Background: an optimization exercise with open tools, aiming at small area, a short achievable clock period and few clock cycles. Do not read the settings as production practice. Only simulation tests tie the RTL to the original design; equivalence was not proved. Power and IR drop assume default switching activity.

## design/flow/config.mk

```make
export PLATFORM = sky130hd
export DESIGN_NAME = cpu
export DESIGN_NICKNAME = cpu
export VERILOG_FILES = /design/flow/design.v
export SDC_FILE = /design/flow/constraint.sdc
export NUM_CORES = 4
export LEC_CHECK = 0
export ABC_AREA = 1
export CAP_MARGIN = 20
export CORE_MARGIN = 2
export CORE_UTILIZATION = 45
export CTS_CLUSTER_DIAMETER = 180
export CTS_CLUSTER_SIZE = 20
export SLEW_MARGIN = 20
```

## design/flow/constraint.sdc

```tcl
create_clock -name core_clock -period 110.0 [get_ports {clk}]
set_input_delay 22.0000 -clock core_clock [delete_from_list [all_inputs] [get_ports {clk}]]
set_output_delay 22.0000 -clock core_clock [all_outputs]
set_load 0.01 [all_outputs]
```

## design/flow/design.v

```verilog
module mux2 #(
    parameter N = 32
)(
    input [N-1:0] x,  
    input [N-1:0] y,  
    input sel,  
    output [N-1:0] z  
);
    assign z = (sel == 0) ? x : y;
endmodule
module mux4 #(
    parameter N = 32
)(
    input [N-1:0] v,  
    input [N-1:0] w,  
    input [N-1:0] x,  
    input [N-1:0] y,  
    input [1:0] sel,  
    output reg [N-1:0] z  
);
    always @(v or w or x or y or sel) begin
        case (sel)
            2'b00: z = v;
            2'b01: z = w;
            2'b10: z = x;
            2'b11: z = y;
        endcase
    end
endmodule
module rca #(
    parameter W = 32
)(
    input [W-1:0] x,
    input [W-1:0] y,
    input ci,
    output [W-1:0] s,
    output co
);
    wire [W:0] c;
    assign c[0] = ci;
    genvar i;
    generate
        for (i = 0; i < W; i = i + 1) begin : bit_
            assign s[i] = x[i] ^ y[i] ^ c[i];
            assign c[i+1] = (x[i] & y[i]) | (x[i] & c[i]) | (y[i] & c[i]);
        end
    endgenerate
    assign co = c[W];
endmodule
module csa #(
    parameter W = 32
)(
    input [W-1:0] x,
    input [W-1:0] y,
    input [W-1:0] z,
    output [W-1:0] s,
    output [W-1:0] c
);
    assign s = x ^ y ^ z;
    assign c = {(x[W-2:0] & y[W-2:0]) | (x[W-2:0] & z[W-2:0]) | (y[W-2:0] & z[W-2:0]), 1'b0};
endmodule
module registers (
    input clk,
    input rst,  
    input [3:0] ra,
    input [3:0] rb,
    input we,
    input [3:0] wa,
    input be_mid,  
    input be_hi,   
    input [31:0] wd,
    input [31:0] fz,  
    input fa,         
    input fb,         
    output [31:0] va,
    output [31:0] vb
);
    reg [31:0] regs [1:15];
    reg [15:1] valid;
    wire [15:0] vld = {valid, 1'b0};
    reg [31:0] va_r, vb_r;
    integer j;
    always @(*) begin
        va_r = fz & {32{fa}};
        vb_r = fz & {32{fb}};
        for (j = 1; j < 16; j = j + 1) begin
            va_r = va_r | (regs[j] & {32{vld[j] && ra == j && !fa}});
            vb_r = vb_r | (regs[j] & {32{vld[j] && rb == j && !fb}});
        end
    end
    assign va = va_r;
    assign vb = vb_r;
    always @(posedge clk or negedge rst) begin
        if (rst == 1'b0)
            valid <= 0;
        else if (we && wa != 0)
            valid[wa] <= 1'b1;
    end
    integer i;
    always @(posedge clk) begin
        for (i = 1; i < 16; i = i + 1) begin
            if (we && wa == i) begin
                regs[i][7:0] <= wd[7:0];
                if (be_mid || !valid[i]) regs[i][15:8] <= wd[15:8];
                if (be_hi || !valid[i]) regs[i][31:16] <= wd[31:16];
            end
        end
    end
endmodule
module cpu(
    input clk,
    input rst,  
    output [9:0] imem_addr,    
    input [31:0] imem_rdata,   
    output [11:0] dmem_addr,   
    output [31:0] dmem_wdata,  
    output [3:0] dmem_wmask,   
    output dmem_we,            
    input [31:0] dmem_rdata,   
    output reg is_halted
);
    reg [9:0] pc;      
    reg [9:0] pcn;     
    reg [31:0] ir;     
    reg ir_v;          
    reg ir_pt;         
    reg [31:0] z;      
    reg [31:0] hi;
    reg busy;          
    reg [4:0] cnt;     
    reg w_we;          
    reg w_ld;          
    reg w_jal;         
    reg w_st;          
    reg w_half;        
    reg w_word;        
    reg [3:0] w_d;
    reg [31:0] sd;     
    reg [11:0] ma;     
    reg half_on, word_on;  
    wire [5:0] op = ir[31:26];
    wire [3:0] mode = op[4:1];
    wire is_mov = (op[5:1] == 5'b00000);
    wire is_mem = (op[5:3] == 3'b011);
    wire is_alu = !op[5] && !is_mov && !is_mem;
    wire is_ld = is_mem && !op[0];
    wire is_st = is_mem && op[0];
    wire is_beq = (op == 6'h20);
    wire is_bne = (op == 6'h21);
    wire is_br = is_beq || is_bne;
    wire is_j = (op == 6'h22) || (op == 6'h23);
    wire is_jal = (op == 6'h24);
    wire is_mfhi = (op == 6'h25);
    wire is_halt = op[5] && (op[4] || op[3] || (op[2] && op[1]));
    wire is_mul = is_alu && (mode == 4'd3);
    wire is_div = is_alu && (mode == 4'd4);
    wire is_sll = is_alu && (mode == 4'd9);
    wire use_imm = (is_alu && op[0]) || is_mem;
    wire r_fmt = is_alu && !op[0];
    wire [3:0] ra = ir[21:18];
    wire [3:0] rb = r_fmt ? ir[17:14] : ir[25:22];
    wire [3:0] rd = ir[25:22];
    wire use_a = is_alu || is_mem || is_br;
    wire use_b = r_fmt || is_st || is_br;
    wire wr_d = is_alu || is_mov || is_ld || is_mfhi;
    wire [31:0] ldm = dmem_rdata & {{16{w_word}}, {8{w_half}}, 8'hff};
    wire [31:0] wd = w_ld ? ldm : (w_jal ? sd : z);
    wire [31:0] rfa, rfb;
    wire fwd_ok = w_we && !w_ld && !w_jal;
    wire fwd_a = fwd_ok && w_d == ra;
    wire fwd_b = fwd_ok && w_d == rb;
    registers registers(
        .clk(clk), .rst(rst),
        .ra(ra), .rb(rb),
        .we(w_we), .wa(w_d),
        .be_mid(!w_ld || w_half), .be_hi(!w_ld || w_word),
        .wd(wd),
        .fz(z), .fa(fwd_a), .fb(fwd_b),
        .va(rfa), .vb(rfb));
    wire [31:0] a = rfa;
    wire [31:0] b = rfb;
    wire lu = w_we && (w_ld || w_jal) &&
              ((use_a && w_d == ra) || (use_b && w_d == rb));
    wire [31:0] y = use_imm ? {14'b0, ir[17:0]} : b;
    wire y_big = (y[31:5] != 0);
    wire y_zero = (y == 0);
    wire busy_div = busy && is_div;
    wire sub = !(is_mem || mode == 4'd1);
    wire [32:0] opa = busy_div ? {hi, a[cnt]} : {1'b0, a};
    wire [32:0] opb = {1'b0, y} ^ {33{sub}};
    wire [32:0] as;
    wire as_co;
    rca #(33) addsub(.x(opa), .y(opb), .ci(sub), .s(as), .co(as_co));
    wire lt = !as_co;                   
    reg [5:0] by, bx;
    reg [2:0] ny;
    integer k;
    always @(*) begin
        by = 0;
        bx = 0;
        ny = 0;
        for (k = 0; k < 32; k = k + 1) begin
            if (y[k]) by = k + 1;
            if (a[k]) bx = k + 1;
        end
        for (k = 0; k < 8; k = k + 1)
            if (y[4*k +: 4] != 0) ny = k;
    end
    wire [5:0] dn = bx - by + 6'd1;    
    reg [31:0] ar;
    integer m;
    always @(*)
        for (m = 0; m < 32; m = m + 1)
            ar[m] = a[31-m];
    wire [31:0] sh_in = is_sll ? ar : a;
    wire [5:0] sh_n = is_div ? dn : {y_big, y[4:0]};
    wire [31:0] sh = sh_n[5] ? 32'b0 : (sh_in >> sh_n[4:0]);
    reg [31:0] shr;
    always @(*)
        for (m = 0; m < 32; m = m + 1)
            shr[m] = sh[31-m];
    wire [31:0] xr = a ^ y;
    wire eq = (xr == 0);
    wire taken = is_beq ? eq : !eq;
    wire s_and = (mode == 4'd5);
    wire s_or = (mode == 4'd6);
    wire s_xor = (mode == 4'd7);
    wire s_nor = (mode == 4'd8);
    wire s_sll = (mode == 4'd9);
    wire s_slr = (mode == 4'd10);
    wire s_slt = (mode == 4'd11);
    wire s_as = !(s_and || s_or || s_xor || s_nor || s_sll || s_slr || s_slt);
    wire [31:0] res = ({32{s_and}} & (a & y)) | ({32{s_or}} & (a | y)) |
                      ({32{s_xor}} & xr) | ({32{s_nor}} & ~(a | y)) |
                      ({32{s_sll}} & shr) | ({32{s_slr}} & sh) |
                      {31'b0, s_slt & lt} | ({32{s_as}} & as[31:0]);
    wire [2:0] di = busy ? cnt[2:0] : ny;
    wire [3:0] dg = y[{di, 2'b00} +: 4];
    wire [36:0] pp0 = {5'b0, a & {32{dg[0]}}};
    wire [36:0] pp1 = {4'b0, a & {32{dg[1]}}, 1'b0};
    wire [36:0] pp2 = {3'b0, a & {32{dg[2]}}, 2'b0};
    wire [36:0] pp3 = {2'b0, a & {32{dg[3]}}, 3'b0};
    wire [36:0] ppz = {1'b0, busy ? z : 32'b0, 4'b0};
    wire [36:0] s1, c1, s2, c2, s3, c3, ml;
    csa #(37) csa1(.x(pp0), .y(pp1), .z(pp2), .s(s1), .c(c1));
    csa #(37) csa2(.x(s1), .y(c1), .z(pp3), .s(s2), .c(c2));
    csa #(37) csa3(.x(s2), .y(c2), .z(ppz), .s(s3), .c(c3));
    wire mco;
    wire [17:0] mh0, mh1;
    rca #(19) mcpl(.x(s3[18:0]), .y(c3[18:0]), .ci(1'b0), .s(ml[18:0]), .co(mco));
    rca #(18) mcph0(.x(s3[36:19]), .y(c3[36:19]), .ci(1'b0), .s(mh0), .co());
    rca #(18) mcph1(.x(s3[36:19]), .y(c3[36:19]), .ci(1'b1), .s(mh1), .co());
    assign ml[36:19] = mco ? mh1 : mh0;
    wire [27:0] mh = busy ? hi[27:0] : 28'b0;
    wire [27:0] mhi;
    rca #(28) minc(.x(mh), .y(28'b0), .ci(1'b1), .s(mhi), .co());
    wire [31:0] mhn = {ml[36] ? mhi : mh, ml[35:32]};
    wire qb = as_co;
    wire [31:0] dr = qb ? as[31:0] : {hi[30:0], a[cnt]};
    wire md = is_mul || is_div;
    wire d_one = (by == 6'd1);         
    wire md_triv = is_mul ? (a == 0 || y_zero) : (y_zero || d_one || bx < by);
    wire md_fin = busy ? (cnt == 0) : (md_triv || (is_mul && ny == 0));
    wire e_v = ir_v && !is_halted;
    wire e_go = e_v && !lu;               
    wire e_done = e_go && (!md || md_fin);
    wire redirect = e_done && is_br && (taken != ir_pt);
    wire [9:0] target = taken ? ir[9:0] : pcn;
    wire fetch = !is_halted && (e_done || !ir_v);
    wire [5:0] fop = imem_rdata[31:26];
    wire f_jmp = (fop == 6'h22) || (fop == 6'h23) || (fop == 6'h24);
    wire f_bne = (fop == 6'h21);
    wire f_beq = (fop == 6'h20);
    wire sub_zero = e_done && is_alu && mode == 4'd2 && eq;
    wire f_pt = f_bne ? !sub_zero : (f_beq && sub_zero);
    wire [9:0] pc4 = pc + 10'd4;
    assign imem_addr = pc;
    assign dmem_addr = ma;
    assign dmem_wdata = sd;
    assign dmem_wmask = {~word_on, ~word_on, ~half_on, 1'b1};
    assign dmem_we = w_st;
    always @(posedge clk or negedge rst) begin
        if (rst == 1'b0) begin
            pc <= 0;
            ir_v <= 0;
            is_halted <= 0;
        end
        else begin
            if (e_v && is_halt)
                is_halted <= 1;
            if (redirect) begin
                pc <= target;
                ir_v <= 0;
            end
            else if (fetch) begin
                pc <= f_pt ? imem_rdata[9:0] : (f_jmp ? imem_rdata[23:14] : pc4);
                ir_v <= 1;
            end
        end
    end
    always @(posedge clk) begin
        if (fetch && !redirect) begin
            ir <= imem_rdata;
            ir_pt <= f_pt;
            pcn <= pc4;
        end
        sd <= is_jal ? {22'b0, pcn} : b;
        ma <= as[11:0];
        w_d <= is_jal ? 4'd15 : rd;
        w_half <= op[2];
        w_word <= op[2] && op[1];
        half_on <= !op[2];
        word_on <= !(op[2] && op[1]);
    end
    always @(posedge clk or negedge rst) begin
        if (rst == 1'b0) begin
            w_we <= 0;
            w_ld <= 0;
            w_jal <= 0;
            w_st <= 0;
        end
        else begin
            w_we <= e_done && ((wr_d && rd != 0) || is_jal);
            w_ld <= e_done && is_ld;
            w_jal <= e_done && is_jal;
            w_st <= e_done && is_st;
        end
    end
    wire d_triv = y_zero || d_one || bx < by;
    wire m_step = is_mul && !(!busy && md_triv);
    wire z_en = e_go && !is_mov && !is_halt;
    wire [31:0] z_n = ({32{is_alu && !md || is_mem}} & res)
                    | ({32{m_step}} & ml[31:0])
                    | {32{is_div && !busy && y_zero}}
                    | ({32{is_div && !busy && d_one}} & a)
                    | ({32{is_div && busy}} & {z[30:0], qb})
                    | {31'b0, is_br && taken}
                    | ({32{is_j || is_jal}} & {20'b0, ir[25:14]})
                    | ({32{is_mfhi}} & hi);
    wire hi_en = e_go && md;
    wire [31:0] hi_n = ({32{m_step}} & mhn)
                     | ({32{is_div && !busy && d_triv && !d_one}} & a)
                     | ({32{is_div && !busy && !d_triv}} & sh)
                     | ({32{is_div && busy}} & dr);
    always @(posedge clk or negedge rst) begin
        if (rst == 1'b0) begin
            z <= 0;
            hi <= 0;
        end
        else begin
            if (z_en)
                z <= z_n;
            if (hi_en)
                hi <= hi_n;
        end
    end
    always @(posedge clk or negedge rst) begin
        if (rst == 1'b0) begin
            busy <= 0;
            cnt <= 0;
        end
        else if (e_go && md) begin
            if (is_mul) begin
                if (!(!busy && md_triv)) begin
                    busy <= !md_fin;
                    cnt <= {2'b0, di} - 5'd1;
                end
            end
            else begin
                if (!busy) begin
                    if (!d_triv) begin
                        busy <= 1;
                        cnt <= dn[4:0] - 5'd1;
                    end
                end
                else begin
                    busy <= !md_fin;
                    cnt <= cnt - 5'd1;
                end
            end
        end
    end
endmodule
```

## design/flow/flow/run.sh

```bash
#!/bin/bash
# The standard layout with two changes:
#  - synthesis maps the logic with an area-oriented ABC script (flow/abc.script)
#    in place of ORFS's; everything else in synthesis is the standard flow's own script
#    (synth_recipe.tcl), so the registers are the standard synthesis's;
#  - the input and output ports get buf_4 buffers.
set -euo pipefail
W=$PWD
F=$W/flow
# synth_recipe.tcl, with yosys's abc command wrapped to use flow/abc.script
# and no delay target
{
  cat <<TCL
proc abc {args} {
  set i [lsearch -exact \$args -script]
  if {\$i >= 0} { set args [lreplace \$args \$i [expr {\$i + 1}] -script $F/abc.script] }
  set i [lsearch -exact \$args -D]
  if {\$i >= 0} { set args [lreplace \$args \$i [expr {\$i + 1}]] }
  yosys abc {*}\$args
}
TCL
  cat "$W/synth_recipe.tcl"
} > "$W/flow_synth.tcl"
export BUFFER_PORTS_ARGS="-buffer_cell sky130_fd_sc_hd__buf_4"
bash "$W/standard.sh" SYNTH_SCRIPT="$W/flow_synth.tcl" finish > "$W/standard.log" 2>&1
```

## design/flow/flow/abc.script

```
strash
&get -n
&dch
&nf -p -R 1000
&put
topo
stime -c
upsize -c
dnsize -c
```

## design/flow/standard.sh

```bash
#!/bin/bash
# synth_recipe.tcl (not shown) runs the flow's synth.tcl, then flattens the netlist and writes it again
# the make line also repeats each setting of config.mk as NAME=value (left out here)
make -C /OpenROAD-flow-scripts/flow DESIGN_CONFIG=/design/flow/config.mk WORK_HOME=/design/flow/orfs CLKGATE_MAP_FILE= SYNTH_SCRIPT=/design/flow/synth_recipe.tcl "${@:-finish}"
```

==> summary.txt <==
## power by group through the flow
stage | Sequential (uW) | Clock (uW) | Combinational [uW]
floorplan | 331 | 0 | 75.5
global placement | 339 | 0 | 143
detailed placement | 339 | 0 | 145
CTS | 333 | 163 | 146
global route | 335 | 171 | 160
finish | 335 | 163 | 150
## state kept, by name, indices dropped and copies added (netlist names), 10 cells and up
register,cells
hi,32
registers.valid,15
ir,32
z,32
pc,10
sd,32
registers.regs,480
pcn,10
ma,12
## cells by family (layout without fill, tap and decap cells)
| kind of cell | after synthesis | count (layout) | synth area share [%] |
|---|---|---|---|
| AND/OR/NAND/NOR | 1320 | 1320 | 14.4 |
| AO/OA/AOI/OAI | 1237 | 1237 | 21.2 |
| flip-flops | 676 | 676 | 46.6 |
| adder cells (fa/ha/maj) | 281 | 281 | 11.0 |
| buffers and inverters | 258 | 643 | 2.38 |
| multiplexers | 107 | 107 | 2.84 |
| XOR/XNOR | 76 | 76 | 1.61 |
| other | 1 | 4 | 0.00906 |
## how the worst max path moves through the flow
stage | startpoint | endpoint | cells past startpoint
floorplan | imem_rdata[29] | pc[0] | 4
global route | ir[28] | hi[11] | 89
finish | sd[10] | dmem_wdata[10] | 1
detailed placement | imem_rdata[29] | pc[1] | 5
CTS | sd[10] | dmem_wdata[10] | 1
global placement | imem_rdata[29] | pc[0] | 5
## cell usage after synthesis (9+ instances only)
cell type,number
edfxtp_1,523
nor2_1,483
nand2_1,458
a21oi_1,277
clkinv_1,252
o21ai_0,230
a222oi_1,186
ha_1,141
fa_1,140
a22oi_1,123
dfrtp_1,101
mux2i_1,83
nand3_1,83
nand4_1,76
a221oi_1,67
xnor2_1,59
a221o_1,57
and2_0,54
dfxtp_1,52
a31oi_1,35
o22ai_1,34
o21ai_1,30
nor3_1,28
o21a_1,28
o211ai_1,24
a22o_1,23
o22a_1,22
and3_1,21
nor2b_1,21
nor4_1,18
xor2_1,17
nand2b_1,16
mux2_1,13
a211oi_1,11
o2111ai_1,11
o21bai_1,10
a21o_1,9
a31o_1,9
or2_0,9
## per-stage QoR
stage	std cells	utilization, %	total power (uW)	cell area [um^2]	setup WS [ns]
after detailed placement	5452	49.9	484	45600	86.06
after floorplan	3956	-	406	41400	86.50
after CTS	5526	51.3	642	46800	86.66
final	5530	51.3	648	46900	86.62
after global routing	5527	51.3	667	46900	86.23
after global placement	5451	49.9	483	45600	86.04
## cell type report
type	instances	share of cell area [%]
sequential	676	41.1
inverter	254	2.03
clock buffer	68	2.41
timing repair buffer	315	5.04
multi-input combinational	3022	46.0
clock inverter	6	0.166
tap	1186	3.17
antenna	3	0.0160
## layer usage
metal  wire, um  part of all wire, %  up-vias
met5         90                0.047        -
met3      26900                   14      692
met1      68900                   36    18600
met2      81500                   43     3003
met4      12800                  6.7        8
li1           -                    -    16000
==> impl_results.md <==
- Layout Skew: 0.0321 ns
- Hold_buf cts: 0
- Worst-skew pair later-pin latency: 0.64 ns
- Worst path required time: 88.00 ns
- Worst setup SP type: register
- Synth area leaders: edfxtp_1 (38%), fa_1 (6.8%), dfrtp_1 (6.1%), a222oi_1 (4.5%), nor2_1 (4.4%)
- Number of flops mapped to enable cells by yosys: 523
- Mapped Nets: 4303
- Count of final setup violators: 0
- Num rows: 111
- Worst-Margin Slew: 1.31 ns
- DIE WIDTH: 307 um
- Layout fillers: 8414
- Min-delay src: pc[0]
- Area share of the largest cell type after synthesis: 37.9%
- # DRC: 0
- Slew HR: 12.7%
- H-Tree Depth: 2
- Cells on worst reg2reg path: 88
- I/O Pins: 126
- Clock share of power: 25.2%
- Initial DRC count: 7262
- Share of post-route cells with drive strength above 1: 10.9%
- Static Leakage: 0.0166 uW
- Post-Syn Area: 0.0414 mm^2
- Die area: 0.0944 mm^2
- Distinct cell type count after synthesis: 88
- CTS buffer count: 40
- CP max stage delay: 0.55 ns
- Max VDD drop: 0.0116 mV
- Tmin final: 23.38 ns
- Pin count of the biggest net entering global routing: 65
- WP buf/inv: 1
- Seq pwr share: 51.7%
- RSZ-0062 raised after global routing: false
- Hold EP: pcn[0]
- TritonCTS clock tree: yes
- Vias in the first global route: 36300
- Gate power share: 23.1%
- Post-synthesis sequential area ratio: 46.6%
- Gr ovfl total: 0
- M1 GR Usage: 50.7%
- First-pass DRT Iterations: 8
- Grt met2 use: 58.8%
- Most frequent cells in the layout: edfxtp_1 (523), nor2_1 (475), nand2_1 (457)
- Hold_ws: 0.495 ns
- Yosys Warn Count: 3
- Initial antenna violation count: 6
- Worst Setup End Kind: output port
- Critical path's top delay family: flip-flops
- Vias per inst: 6.93
- R2R setup slack: 87.18 ns
- Async S/R FF share, synth: 14.9%
- Mean Syn Cell Area: 10.5 um^2
- Final period util: 21.3%
- Power per cell area: 13.8 mW/mm^2
- Hold Fails Final Rpt: 0
- Clock sinks: 676
- Setup Buffers After CTS: 0
- Routability Congestion: 1.05
- Initial cell density of the core: 45.3%
- Maximum capacitance violations: 0
- Core ar.: 0.0914 mm^2
- CP arrival: 1.38 ns
- Post-DRT Antenna Nets: 0
- Area grow syn2layout: 13.2%
- Worst-path cell chain: buf_4
- Post-synth top flop: edfxtp_1
- Number of port buffers: 124
- #FFs+latches synth: 676
- Post-Synthesis Cells: 3956
- Final TNS setup: 0 ns
- P_int: 434 uW
- GRT Total Usage: 39.4%
- Critical path class: reg -> out
- Slowest stage cell, crit path: dfxtp_1
- Nets: 4656
- First-pass GRT wire length: 267000 um
- Gr busiest metal: met2
- Hold depth: 0
- Post-DP HPWL: 130000 um
- Die height: 307 um
- Via Count: 38300
- Switch share: 33.1%
- Outcome: complete, no violations
- Final wirelength: 190000 um
- Leading area contributor after synthesis: edfxtp_1
- Fmax achieved: 42.8 MHz
- Switching power: 214 uW
- Clock Tree Buf Depth: 3
- Clock Tree Root: clkbuf_16
- Crit-path max FO: 2
- Reg-to-reg startpoint: ir[28]
- Leading cell type in the layout, fill and taps excluded: edfxtp_1
- Final Slew Violations: 0
- Global routing usage on met3: 12.2%
- Routed WL per cell: 34.4 um
- FF+latch area: 0.0193 mm^2
- Multi-input logic area: 0.0216 mm^2
- Capturing point of the worst reg2reg path: hi[11]
- CTS resizes: 0
- Clk slew on worst S/H paths: 0.11 ns
- Worst hold path type: reg -> reg
Testbench counts, summed over its fixed seeds: cycles 55,345.

==> port drivers added, routing unchanged <==
In the flow no input, the clock included, has a driving cell. The finished layout below was timed again as built, in two steps. Step 1, drivers: a clkbuf_16 drives clk and a buf_2 each remaining input, both assumed. Step 2 adds t to the input delays and takes it off the output delays; t is the mean of the earliest and latest rising clock arrival at the registers after step 1. Input paths then give back, and output paths get back, about the clock's delay inside the block. Three values: ideal, step 1, step 2; two values: the first two.
shift t [ns]: 0.689
setup WS [ns]: 86.624 / 86.557 / 86.047
worst register clock-pin slew, ns: 0.11 / 0.11
After both steps this run still meets setup and hold. The setup slack of this run moves by -0.067 ns with the drivers and by -0.577 ns with both steps.
